This design comes from an exercise in tuning for small area on the open sky130 flow, not from production work. Function was checked by simulation only, so behaviour that the tests miss may differ from the original. Power figures rest on the tool's default switching activity, not on a simulated workload.

## design/flow/flow/run.sh

```bash
#!/bin/bash
# Standard ORFS layout, with plain buf_1 cells as the port buffers.
set -euo pipefail
export BUFFER_PORTS_ARGS="-buffer_cell sky130_fd_sc_hd__buf_1"
bash standard.sh > standard.log 2>&1
```

## design/flow/standard.sh

```bash
#!/bin/bash
# synth_recipe.tcl (not shown) runs the flow's synth.tcl, then flattens the netlist and writes it again
# the make line also repeats each setting of config.mk as NAME=value (left out here)
make -C /OpenROAD-flow-scripts/flow DESIGN_CONFIG=/design/flow/config.mk WORK_HOME=/design/flow/orfs CLKGATE_MAP_FILE= SYNTH_SCRIPT=/design/flow/synth_recipe.tcl "${@:-finish}"
```

## design/flow/design.v

```verilog
`default_nettype none
module fp_add (
    input  var logic        clk,
    input  var logic        rst,
    input  var logic        valid_i,
    input  var logic [31:0] num_a_i,
    input  var logic [31:0] num_b_i,
    output var logic [31:0] num_o,
    output var logic        valid_o
);
function automatic logic [24:0] add24(input logic [23:0] a, input logic [23:0] b, input logic ci);
    logic [23:0] g, p, gg, pp;
    logic [24:0] c;
    g  = a & b;
    p  = a ^ b;
    gg = g;
    pp = p;
    gg[0] = g[0] | (p[0] & ci);
    for (int d = 1; d < 24; d = d * 2)
        for (int i = 2 * d - 1; i < 24; i = i + 2 * d) begin
            gg[i] = gg[i] | (pp[i] & gg[i-d]);
            pp[i] = pp[i] & pp[i-d];
        end
    for (int d = 8; d >= 1; d = d / 2)
        for (int i = 3 * d - 1; i < 24; i = i + 2 * d) begin
            gg[i] = gg[i] | (pp[i] & gg[i-d]);
            pp[i] = pp[i] & pp[i-d];
        end
    c[0] = ci;
    for (int i = 0; i < 24; i++)
        c[i+1] = gg[i];
    add24 = { c[24], p ^ c[23:0] };
endfunction
function automatic logic [23:0] or_below(input logic [23:0] v);
    logic [23:0] o;
    o = v;
    for (int d = 1; d < 24; d = d * 2)
        for (int i = 2 * d - 1; i < 24; i = i + 2 * d)
            o[i] = o[i] | o[i-d];
    for (int d = 8; d >= 1; d = d / 2)
        for (int i = 3 * d - 1; i < 24; i = i + 2 * d)
            o[i] = o[i] | o[i-d];
    or_below = { o[22:0], 1'b0 };
endfunction
logic        sa, sb;
logic [7:0]  ea, eb, xa, xb;
logic        za, zb;
logic        a_big;        
logic [8:0]  dab;
logic [7:0]  dba, d;
logic        sat;
logic [23:0] ma, mb, my, my_sh;
always_comb begin
    sa = num_a_i[31];
    sb = num_b_i[31];
    ea = num_a_i[30:23];
    eb = num_b_i[30:23];
    za = ea == '0;
    zb = eb == '0;
    xa = { ea[7:1], ea[0] | za };
    xb = { eb[7:1], eb[0] | zb };
    ma = { ~za, num_a_i[22:0] };
    mb = { ~zb, num_b_i[22:0] };
    a_big = { xa, sb } > { xb, 1'b0 };
    dab = { 1'b0, xa } - { 1'b0, xb };
    dba = xb - xa;
    d   = dab[8] ? dba : dab[7:0];
    sat = (d[7:5] != '0) || (d[4:3] == 2'b11);
    my    = a_big ? mb : ma;
    my_sh = sat ? '0 : my >> d[4:0];
end
logic        valid_p1;
logic        sx_p1;
logic        sub_p1;
logic [7:0]  h_p1;
logic [23:0] mx_p1;
logic [23:0] my_p1;
always_ff @(posedge clk) begin
    sx_p1  <= a_big ? sa : sb;
    sub_p1 <= sa ^ sb;
    h_p1   <= a_big ? xa : xb;
    mx_p1  <= a_big ? ma : mb;
    my_p1  <= my_sh;
end
always_ff @(posedge clk)
    if (rst)
        valid_p1 <= '0;
    else
        valid_p1 <= valid_i;
logic [24:0] sum;
logic        neg;          
logic [23:0] below;        
logic [23:0] r;
logic        cout;
logic        top;          
always_comb begin
    sum  = add24(mx_p1, my_p1 ^ {24{sub_p1}}, sub_p1);
    neg  = sub_p1 & ~sum[24];
    cout = sum[24] & ~sub_p1;
    top  = cout & (h_p1 == 8'd254);
    below = or_below(mx_p1 ^ my_p1);
    r = sum[23:0] ^ (below & {24{neg}});
end
logic [23:0] r_p2;
logic        c_p2;
logic        s_p2;
logic [7:0]  h1_p2;        
always_ff @(posedge clk) begin
    r_p2  <= r | {24{top}};
    c_p2  <= cout & ~top;
    s_p2  <= sx_p1 ^ neg;
    h1_p2 <= h_p1 + 8'd1;
end
always_ff @(posedge clk)
    if (rst)
        valid_o <= '0;
    else
        valid_o <= valid_p1;
logic [24:0] w, w_n;
logic [4:0]  lz;
logic        zero;
logic [7:0]  e_o;
always_comb begin
    w = { c_p2, r_p2 };
    lz = '0;
    for (int i = 0; i < 25; i++)
        if (w[i])
            lz = 5'(24 - i);
    zero = w == '0;
    w_n  = w << lz;
    e_o  = zero ? 8'd0 : h1_p2 - 8'(lz);
    num_o = { s_p2, e_o, w_n[23:1] };
end
endmodule
`resetall
```

## design/flow/constraint.sdc

```tcl
create_clock -name core_clock -period 4.7 [get_ports {clk}]
set_input_delay 0.9400 -clock core_clock [delete_from_list [all_inputs] [get_ports {clk}]]
set_output_delay 0.9400 -clock core_clock [all_outputs]
set_load 0.01 [all_outputs]
```

## design/flow/config.mk

```make
export PLATFORM = sky130hd
export DESIGN_NAME = fp_add
export DESIGN_NICKNAME = fp_add
export VERILOG_FILES = /design/flow/design.v
export SDC_FILE = /design/flow/constraint.sdc
export NUM_CORES = 4
export LEC_CHECK = 0
export ABC_AREA = 1
export CAP_MARGIN = 20
export CORE_MARGIN = 2
export CORE_UTILIZATION = 40
export CTS_BUF_LIST = sky130_fd_sc_hd__clkbuf_8
export SLEW_MARGIN = 20
```

==> results.txt <==
==> cells in the mapped netlist, drive strengths merged <==
cell type / number / area (um2)
or2: 16 / 100
a31oi: 5 / 31.3
a221oi: 1 / 8.76
inv: 173 / 649
nor3: 24 / 140
xnor2: 39 / 342
o2111ai: 1 / 15.0
nand2: 349 / 1330
nor2: 69 / 297
a221o: 1 / 10.0
o21ai: 122 / 614
and3: 2 / 12.5
fa: 15 / 300
buf: 18 / 85.1
nand4: 9 / 56.3
o211ai: 13 / 97.6
and2: 2 / 12.5
nand3: 138 / 703
nor4: 8 / 50.1
xor2: 34 / 305
o21bai: 2 / 15.0
o21a: 5 / 37.5
a21boi: 2 / 15.0
a21oi: 39 / 206
clkbuf: 37 / 139
nand3b: 9 / 67.6
dfxtp: 94 / 1880
ha: 44 / 551
a211oi: 6 / 45.0
mux2i: 7 / 70.1
clkinv: 2 / 7.51
nor3b: 3 / 22.5
o22ai: 6 / 37.5
o311ai: 2 / 17.5
a21o: 5 / 37.5
==> cells by family (layout without fill, tap and decap cells) <==
logic type | count (synthesis) | in the layout | share of synthesized area, %
adders and majority gates | 59 | 59 | 10.2
buffers and inverters | 230 | 319 | 10.6
muxes | 7 | 7 | 0.844
xor gates and xnor gates | 73 | 73 | 7.79
DFF | 94 | 94 | 22.7
and+or+nand+nor | 629 | 629 | 33.5
AOI/OAI and AO/OA | 210 | 210 | 14.3
==> stage by stage <==
step           power (mW)  hold WS, ns  cells  util (%)
2_1_floorplan        3.72        0.388   1302         -
3_3_place_gp         4.62        0.389   1645      44.4
3_5_place_dp         4.65        0.400   1645      44.4
4_1_cts              5.15        0.412   1661      45.4
5_1_grt              5.74        0.434   1661      45.5
6_report             5.13        0.406   1661      45.5
==> layer usage <==
| layer | wire length, um | part of all wire [%] | up-vias |
|---|---|---|---|
| met1 | 9950 | 49 | 3446 |
| met2 | 9380 | 46 | 180 |
| met3 | 757 | 3.7 | 18 |
| li1 | - | - | 4377 |
| met5 | 0 | 0 | - |
| met4 | 355 | 1.7 | 0 |
==> sequential cells by signal (all words and copies together), names as in the netlist <==
| name | count |
|---|---|
| h_p1 | 8 |
| c_p2 | 1 |
| s_p2 | 1 |
| my_p1 | 24 |
| sub_p1 | 1 |
| r_p2 | 24 |
| h1_p2 | 8 |
| valid_p1 | 1 |
| sx_p1 | 1 |
| valid_o | 1 |
| mx_p1 | 24 |
==> repair_timing <==
item / CTS / global route
pin swaps: 0 / 1
gates resized for setup: 1 / 10
setup endpoints to repair: 1 / 3
==> where the power goes <==
| part | switching, mW | internal (mW) |
|---|---|---|
| Combinational | 2.19 | 1.27 |
| Clock | 0.283 | 0.209 |
| Sequential | 0.185 | 0.995 |
==> layout make-up <==
cell class	instances	share of cell area, %
multi-input combinational	978	60.4
sequential	94	20.4
timing repair buffer	128	6.53
inverter	175	7.11
clock buffer	10	1.49
clock inverter	6	0.487
tap	270	3.66
==> worst max-delay path: cells and delay by family, from the launching register on <==
family | cells | cell delay (ns)
and+or+nand+nor | 27 | 1.74
adders and majority gates | 2 | 0.61
DFF | 1 | 0.34
buffers and inverters | 2 | 0.20
AOI/OAI and AO/OA | 1 | 0.09
==> worst max path at each step <==
stage	from	endpoint	slack, ns	cells after the start
final	r_p2[2]$_DFF_P_	num_o[29]	0.42	32
after detailed placement	num_b_i[23]	my_p1[15]$_SDFF_PP0_	0.22	25
after floorplan	r_p2[2]$_DFF_P_	num_o[29]	0.63	32
after CTS	r_p2[1]$_DFF_P_	num_o[30]	0.1	20
after global routing	r_p2[2]$_DFF_P_	num_o[29]	0.008	32
after global placement	num_b_i[23]	my_p1[8]$_SDFF_PP0_	0.23	25
==> metrics.md <==
| Metric | Value |
|---|---|
| Post-Place Worst Slack | `0.218 ns` |
| Met3 Use GR | `1.78%` |
| Number of setup buffers added after CTS | `0` |
| Final setup margin | `0.424 ns` |
| CORE AREA | `20300 um2` |
| Placed Area | `9020 um2` |
| Post-route setup TNS | `0 ns` |
| WL/cell | `12.3 um` |
| FF-to-FF path depth | `15` |
| Initial drt markers | `390` |
| CTS Hold Bufs | `0` |
| Req. time, crit path | `3.76 ns` |
| Yosys cell types | `49` |
| Busiest layer in global routing | `met2` |
| Pre-antenna DRT Iters | `5` |
| R2r setup slk | `0.84 ns` |
| Layout cells sized above 1 | `6.61%` |
| Skew final | `0.0147 ns` |
| Seq/Total Area, Yosys | `22.7%` |
| Max Cap Viol | `0` |
| Crit start category | `flop` |
| Total congestion overflow | `0` |
| P&R area growth vs syn | `11.3%` |
| PwrDens | `556 nW/um2` |
| Largest net degree at the start of global routing | `73` |
| Final wirelength | `20400 um` |
| Leak | `4.47 nW` |
| Actual slew at the worst max-slew pin | `0.726 ns` |
| Type of element capturing the critical path | `output port` |
| Syn avg cell area | `6.38 um2` |
| Grt met1 use | `25.8%` |
| Root Buffer | `clkbuf_8` |
| Max-slew violations | `0` |
| Post-Syn Nets | `1428` |
| Design area | `9240 um2` |
| R2R Path Start | `sub_p1$_DFF_P_` |
| CTS tree | `done` |
| Yosys warnings | `1` |
| Crit-path max FO | `3` |
| Fill cells | `2225` |
| Crit-path most repeated cell | `nand2_1` |
| Mapped Area | `8310 um2` |
| Total GRT Usage | `19.0%` |
| I/O Pins | `100` |
| Worst Path Arrival | `3.34 ns` |
| Final GP Congestion | `0.932` |
| Commonest non-fill, non-tap cell in the layout | `nand2_1` |
| Antenna viol nets, final | `0` |
| FF/Latch Area | `1880 um2` |
| #FFs+latches synth | `94` |
| Dpl hpwl | `17300 um` |
| Die area | `21900 um2` |
| I/O Buffers | `99` |
| DR DRC count | `0` |
| HP Class | `reg2reg` |
| Clock transition at path regs | `0.08 ns` |
| M2 GR Usage | `32.2%` |
| Rel. slew slack | `51.5%` |
| Min-Delay Endpoint | `valid_o$_SDFF_PP0_` |
| RR Endpoint | `r_p2[14]$_DFF_P_` |
| Rows | `52` |
| Number of global-route vias before repair | `7424` |
| Clk latency of the worst-skew pair | `0.37 ns` |
| Final Cycle Share | `91.0%` |
| First-pass GRT wire length | `34700 um` |
| Initial antenna violation count | `0` |
| Syn Inst Count | `1302` |
| Max VDD drop | `0.153 mV` |
| Via-to-Cell Ratio | `4.83` |
| Final hold violation count | `0` |
| Worst Hold Depth | `2` |
| CTS Sinks | `94` |
| Initial Utilization | `40.9%` |
| Fin crit period | `4.28 ns` |
| DIE HEIGHT | `148 um` |
| Worst Hold Launch | `valid_p1$_SDFF_PP0_` |
| Crit path largest cell delay | `0.37 ns` |
| Footprint of the multi-input gates | `5580 um2` |
| CTS buffer count | `9` |
| Status | `complete, no violations` |
| Critical path class | `reg2out` |
| CTS max path bufs | `2` |
| Via count | `8021` |
| Commonest non-fill, non-tap cells in the layout | `nand2_1 (343), inv_1 (170), nand3_1 (137)` |
| F_max | `0.234 GHz` |
| RSZ-0062 raised after global routing | `false` |
| # diodes | `0` |
| Die width | `148 um` |
| Critical path's slowest cell | `fa_2` |
| Htree depth | `3` |
| Number of setup violations in the final report | `0` |
| Layout Nets | `1512` |

==> afterwards: timing with drivers on the ports <==
In the flow no input, the clock included, has a driving cell. The finished layout below was timed again as built, in two steps.
Step 1 assumes that a clkbuf_16 drives the clock port and a buf_2 every other input.
Step 2 also shifts input and output timing later by t, the mid clock arrival at the registers, as if the neighbouring blocks saw the same clock.
Slacks: ideal ports / drivers / drivers and shift; pairs: ideal ports / drivers.
t, ns: 0.395
slack for setup (ns): 0.424 / 0.387 / 0.166
worst hold slack (ns): 0.406 / 0.406 / 0.406
cell pins on the clock port's net: 1
After both steps setup and hold are still met in this run. For this run, drivers alone change the setup slack by -0.037 ns; drivers and shift together by -0.258 ns.
